This is an optimization exercise on Yosys and OpenROAD, whose aim is small area and a short achievable clock period, not a production implementation. Where RTL was checked, it was by simulation tests only, not by an equivalence proof against the original. Power is estimated from default activity; no workload was simulated.

## alu16_top
module alu16_top (
    input clk,
    input [5:0] alufn,
    input [15:0] a,
    input [15:0] b,
    output reg [15:0] y
  );
  wire [30:0] cs;
  alu_3 alu (.alufn(alufn), .a(a), .b(b), .cs(cs));
  wire [1:0] grp = alufn[5:4];
  reg [30:0] cs_q;
  reg sel_sum_q, sel_rev_q, eqsel_q, ltf_q, ltd_q;
  always @(posedge clk) begin
    cs_q <= cs;
    sel_sum_q <= ~grp[1] | (~grp[0] & ~alufn[0]);    
    sel_rev_q <= (grp == 2'b10) & alufn[0];           
    eqsel_q <= (grp == 2'b11) & alufn[1];
    ltf_q <= (grp == 2'b11) & alufn[2] & a[15] & ~b[15];
    ltd_q <= (grp == 2'b11) & alufn[2] & ~(a[15] ^ b[15]);
  end
  wire [15:0] sx = {cs_q[29], cs_q[27], cs_q[25], cs_q[23], cs_q[21], cs_q[19], cs_q[17], cs_q[15], cs_q[13], cs_q[11], cs_q[9], cs_q[7], cs_q[5], cs_q[3], cs_q[1], cs_q[0]};
  wire [15:0] sy = {cs_q[30], cs_q[28], cs_q[26], cs_q[24], cs_q[22], cs_q[20], cs_q[18], cs_q[16], cs_q[14], cs_q[12], cs_q[10], cs_q[8], cs_q[6], cs_q[4], cs_q[2], 1'b0};
  wire [15:0] sum;
  adder16_7 add (.x(sx), .y(sy), .sum(sum));
  wire cmp;
  ...
Settings: LEC_CHECK=0, CAP_MARGIN=20, CORE_MARGIN=2, CORE_UTILIZATION=55, SETUP_SLACK_MARGIN=3.2, SLEW_MARGIN=20; clock period 6.5 ns.
run.sh (not shown) runs the stock make flow with config.mk's settings and CLKGATE_MAP_FILE= SYNTH_SCRIPT=/design/flow/synth_recipe.tcl, a recipe that flattens the netlist after the stock synthesis.
The first run produced a clean layout.
Next try:
SETUP_SLACK_MARGIN = 2.5   (was 3.2)
After rerunning: The new run went through all stages and came out clean. Die area stays the same. Total power falls by 2.4%. Worst setup slack improved by 76 ps. Clock skew barely changes. Synthesized cell count is unchanged. Cell area falls by 2.7%.
Function was not checked in any run of this note: the RTL went through the layout flow alone.

---

Setup of build 35:
Another version of the RTL of alu16_top (not shown whole).
Size: ~800 cells after synthesis, about 79 flip-flops, ~55 I/O pins, about 6600 sq um of cells after synthesis.
==> flow/config.mk <==
export PLATFORM = sky130hd
export DESIGN_NAME = alu16_top
export DESIGN_NICKNAME = alu16_top
export VERILOG_FILES = /design/flow/design.v
export SDC_FILE = /design/flow/constraint.sdc
export NUM_CORES = 4
export LEC_CHECK = 0
export CAP_MARGIN = 20
export CORE_MARGIN = 2
export CORE_UTILIZATION = 55
export CTS_BUF_LIST = sky130_fd_sc_hd__clkbuf_4 sky130_fd_sc_hd__clkbuf_8
export SETUP_SLACK_MARGIN = 2.7
export SLEW_MARGIN = 20
export DONT_USE_CELLS += sky130_fd_sc_hd__ha_1 sky130_fd_sc_hd__ha_2 sky130_fd_sc_hd__ha_4
export BUFFER_PORTS_ARGS = -buffer_cell sky130_fd_sc_hd__buf_1
==> flow/constraint.sdc <==
create_clock -name core_clock -period 6.5 [get_ports {clk}]
set_input_delay 1.3000 -clock core_clock [delete_from_list [all_inputs] [get_ports {clk}]]
set_output_delay 1.3000 -clock core_clock [all_outputs]
set_load 0.01 [all_outputs]
standard.sh (not shown) runs the stock make flow with config.mk's settings and CLKGATE_MAP_FILE= SYNTH_SCRIPT=/design/flow/synth_recipe.tcl, a recipe that flattens the netlist after the stock synthesis.
==> flow/flow/run.sh <==
#!/bin/bash
# Standard layout (the standard.sh) with two changes to its settings:
# half-adder cells are kept out of synthesis (abc maps half adders to plain
# gates), and the port buffers are the smallest buffer cell.  The tools'
# output goes to standard.log here.
set -e
cat >> "$FLOW_CONFIG" <<'EOC'
export DONT_USE_CELLS += sky130_fd_sc_hd__ha_1 sky130_fd_sc_hd__ha_2 sky130_fd_sc_hd__ha_4
export BUFFER_PORTS_ARGS = -buffer_cell sky130_fd_sc_hd__buf_1
EOC
bash standard.sh > standard.log 2>&1
Build 35 has completed all stages; timing, DRC and antenna checks passed.
Edits applied to the flow inputs when going from build 35 to build 15:
==> flow/run.sh (new file) <==
#!/bin/bash
# synth_recipe.tcl (not shown) runs the flow's synth.tcl, then flattens the netlist and writes it again
# the make line also repeats each setting of config.mk as NAME=value (left out here)
make -C /OpenROAD-flow-scripts/flow DESIGN_CONFIG=/design/flow/config.mk WORK_HOME=/design/flow/orfs CLKGATE_MAP_FILE= SYNTH_SCRIPT=/design/flow/synth_recipe.tcl finish
==> flow/config.mk <==
export PLATFORM = sky130hd
export DESIGN_NAME = alu16_top
export DESIGN_NICKNAME = alu16_top
export VERILOG_FILES = /design/flow/design.v
export SDC_FILE = /design/flow/constraint.sdc
export NUM_CORES = 4
export LEC_CHECK = 0
export CAP_MARGIN = 20
export CORE_MARGIN = 2
export CORE_UTILIZATION = 55
export SETUP_SLACK_MARGIN = 3.0
export SLEW_MARGIN = 20
removed: flow/flow/run.sh
removed: flow/standard.sh
--- outcome ---
Min cell count across build 35 and build 15: build 35. After detailed routing, build 35 needs less wire than build 15. Higher growth of design area from synthesis to finish goes to build 15 over build 35. Compared with build 35, build 15 shows first-iteration DRC count higher by 55%. Per the comparison of build 15 with build 35, summed area of non-filler cells in the final layout went up, estimated wirelength of the detail-placed design went up, part of the cycle the worst path needs went down. For routed via count, dividing the value from build 35 by the value from build 15 gives 0.878. Total power of build 15 is higher than that of build 35. Comparing build 35 and build 15, final critical delay including setup and external delays is higher on build 35. Sequential share of layout area in build 15 is 4.5 points below build 35.
The following lists how build 90 was set up differently from build 15:
==> flow/flow/run.sh (new file) <==
#!/bin/bash
# Standard layout (the standard.sh) with two changes to its settings:
# half-adder cells are kept out of synthesis (abc maps half adders to plain
# gates), and the port buffers are the smallest buffer cell.  The tools'
# output goes to standard.log here.
set -e
cat >> "$FLOW_CONFIG" <<'EOC'
export DONT_USE_CELLS += sky130_fd_sc_hd__ha_1 sky130_fd_sc_hd__ha_2 sky130_fd_sc_hd__ha_4
export BUFFER_PORTS_ARGS = -buffer_cell sky130_fd_sc_hd__buf_1
EOC
bash standard.sh > standard.log 2>&1
==> flow/standard.sh (new file) <==
#!/bin/bash
# synth_recipe.tcl (not shown) runs the flow's synth.tcl, then flattens the netlist and writes it again
# the make line also repeats each setting of config.mk as NAME=value (left out here)
make -C /OpenROAD-flow-scripts/flow DESIGN_CONFIG=/design/flow/config.mk WORK_HOME=/design/flow/orfs CLKGATE_MAP_FILE= SYNTH_SCRIPT=/design/flow/synth_recipe.tcl "${@:-finish}"
diff --git a/flow/config.mk b/flow/config.mk
--- a/flow/config.mk
+++ b/flow/config.mk
@@ -7,6 +7,9 @@
 export LEC_CHECK = 0
-export CAP_MARGIN = 20
+export CAP_MARGIN = 0
 export CORE_MARGIN = 2
 export CORE_UTILIZATION = 55
+export CTS_BUF_LIST = sky130_fd_sc_hd__clkbuf_4 sky130_fd_sc_hd__clkbuf_8
 export SETUP_SLACK_MARGIN = 3.0
-export SLEW_MARGIN = 20
+export SLEW_MARGIN = 0
+export DONT_USE_CELLS += sky130_fd_sc_hd__ha_1 sky130_fd_sc_hd__ha_2 sky130_fd_sc_hd__ha_4
+export BUFFER_PORTS_ARGS = -buffer_cell sky130_fd_sc_hd__buf_1
removed: flow/run.sh
Notes after the runs:
Measured against each other, build 15 and build 90 differ in sequential cell area fraction in the yosys report, the higher figure coming from build 90.
Comparing build 15 and build 90, routed wire length is higher on build 15.
The first-iteration DRC count reported for build 90 is smaller than that of build 15 by 42.
The critical path's slowest cell comes out sky130_fd_sc_hd__fa_1 in one run and sky130_fd_sc_hd__clkdlybuf4s18_2 in the other, namely in build 15 and build 90 respectively.
Of the two candidates, build 15 has the worse maximum frequency and build 90 the better one.
Here is what was changed in the inputs of build 19 compared with build 90.
==> flow/flow/run.sh <==
#!/bin/bash
# Standard layout with half-adder cells kept out of synthesis (abc maps
# half adders to plain gates); every tool's output goes to a log here.
set -e
cat >> "$FLOW_CONFIG" <<'EOC'
export DONT_USE_CELLS += sky130_fd_sc_hd__ha_1 sky130_fd_sc_hd__ha_2 sky130_fd_sc_hd__ha_4
EOC
bash standard.sh > standard.log 2>&1
==> flow/config.mk <==
export PLATFORM = sky130hd
export DESIGN_NAME = alu16_top
export DESIGN_NICKNAME = alu16_top
export VERILOG_FILES = /design/flow/design.v
export SDC_FILE = /design/flow/constraint.sdc
export NUM_CORES = 4
export LEC_CHECK = 0
export CAP_MARGIN = 20
export CORE_MARGIN = 2
export CORE_UTILIZATION = 55
export SETUP_SLACK_MARGIN = 3.0
export SLEW_MARGIN = 20
export DONT_USE_CELLS += sky130_fd_sc_hd__ha_1 sky130_fd_sc_hd__ha_2 sky130_fd_sc_hd__ha_4
Findings:
- Build 19: share of power burned in combinational logic is 3.5 points lower than what build 90 reported.
- From build 90 to build 19 the numbers moved as follows: global-route wire length before repair did not really move; initial core utilization shows no meaningful change.
- Taking build 90 as the reference point, the total power of build 19 rises by 0.31 mW.
- Build 90 → build 19: register-to-register slack shows no meaningful change; number of gates given a new drive strength after cts shows an increase of 46.
--- input diff build 19..build 33 ---
==> flow/flow/run.sh <==
#!/bin/bash
# Standard layout (the standard.sh) with two changes to its settings:
# half-adder cells are kept out of synthesis (abc maps half adders to plain
# gates), and the port buffers are the smallest buffer cell.  The tools'
# output goes to standard.log here.
set -e
cat >> "$FLOW_CONFIG" <<'EOC'
export DONT_USE_CELLS += sky130_fd_sc_hd__ha_1 sky130_fd_sc_hd__ha_2 sky130_fd_sc_hd__ha_4
export BUFFER_PORTS_ARGS = -buffer_cell sky130_fd_sc_hd__buf_1
EOC
bash standard.sh > standard.log 2>&1
diff --git a/flow/config.mk b/flow/config.mk
--- a/flow/config.mk
+++ b/flow/config.mk
@@ -10,4 +10,6 @@
 export CORE_UTILIZATION = 55
-export SETUP_SLACK_MARGIN = 3.0
+export CTS_BUF_LIST = sky130_fd_sc_hd__clkbuf_4 sky130_fd_sc_hd__clkbuf_8
+export SETUP_SLACK_MARGIN = 3.6
 export SLEW_MARGIN = 20
 export DONT_USE_CELLS += sky130_fd_sc_hd__ha_1 sky130_fd_sc_hd__ha_2 sky130_fd_sc_hd__ha_4
+export BUFFER_PORTS_ARGS = -buffer_cell sky130_fd_sc_hd__buf_1
## What came out
Taking build 19 as the reference, in build 33 non-filler instance count after layout up 80, number of multi-input combinational cells flat, path length in cells of the critical path up 2, placed instance count down 5.
Diff build 19..build 33 | synthesized cell count | unchanged
Looking at relative max-transition margin, build 33 sits 2.6 points below build 19.
Total power after layout went down by a few percent going from build 19 to build 33.
Taking build 19 as the reference point, the layout overhead on the synthesized area of build 33 rises by 21 points.
[build 33] worst setup slack after layout rose 86 ps relative to build 19
In the flow results for build 19 and build 33, the final critical-path share of the clock period is larger on build 19.
Via count: build 33 vs build 19 up 14%

## separate check: timing with driven ports
The flow's constraints put no driver on any port. The routed layouts listed below were extracted and timed again, unchanged, in two steps. Step 1 sets driving cells, clkbuf_16 on the clock port and buf_2 on the other inputs (assumed; they add their load-dependent delay and slew). Step 2 moves the port delays by t, midway between the first and last clock arrival at a register: inputs arrive t later, outputs are due t later. That takes back most of the time a late clock gives input paths. Three values: no drivers, after step 1, after step 2; two values: the first two.
run	shift t [ns]	slack for setup (ns)	clock arrival spread, ns	worst register clock-pin slew, ns	worst data-port slew with drivers (ns)
the first run of note 1	0.324	1.596 / 1.537 / 1.213	0.011 / 0.010	0.07 / 0.07	0.14
the second run of note 1	0.326	1.672 / 1.682 / 1.357	0.006 / 0.007	0.07 / 0.07	0.14
build 35	0.382	2.765 / 2.765 / 2.383	0.009 / 0.008	0.08 / 0.08	0.03
build 15	0.368	2.977 / 2.996 / 2.628	0.011 / 0.010	0.06 / 0.06	0.05
build 90	0.383	3.059 / 3.066 / 2.683	0.008 / 0.008	0.08 / 0.08	0.03
build 19	0.368	3.070 / 3.083 / 2.715	0.007 / 0.006	0.06 / 0.06	0.04
build 33	0.394	3.156 / 3.139 / 2.746	0.013 / 0.013	0.10 / 0.10	0.05
After both steps setup and hold are still met in every run listed. The setup slack of build 33, which loses most, moves by -0.017 ns with the drivers and by -0.410 ns with both steps.
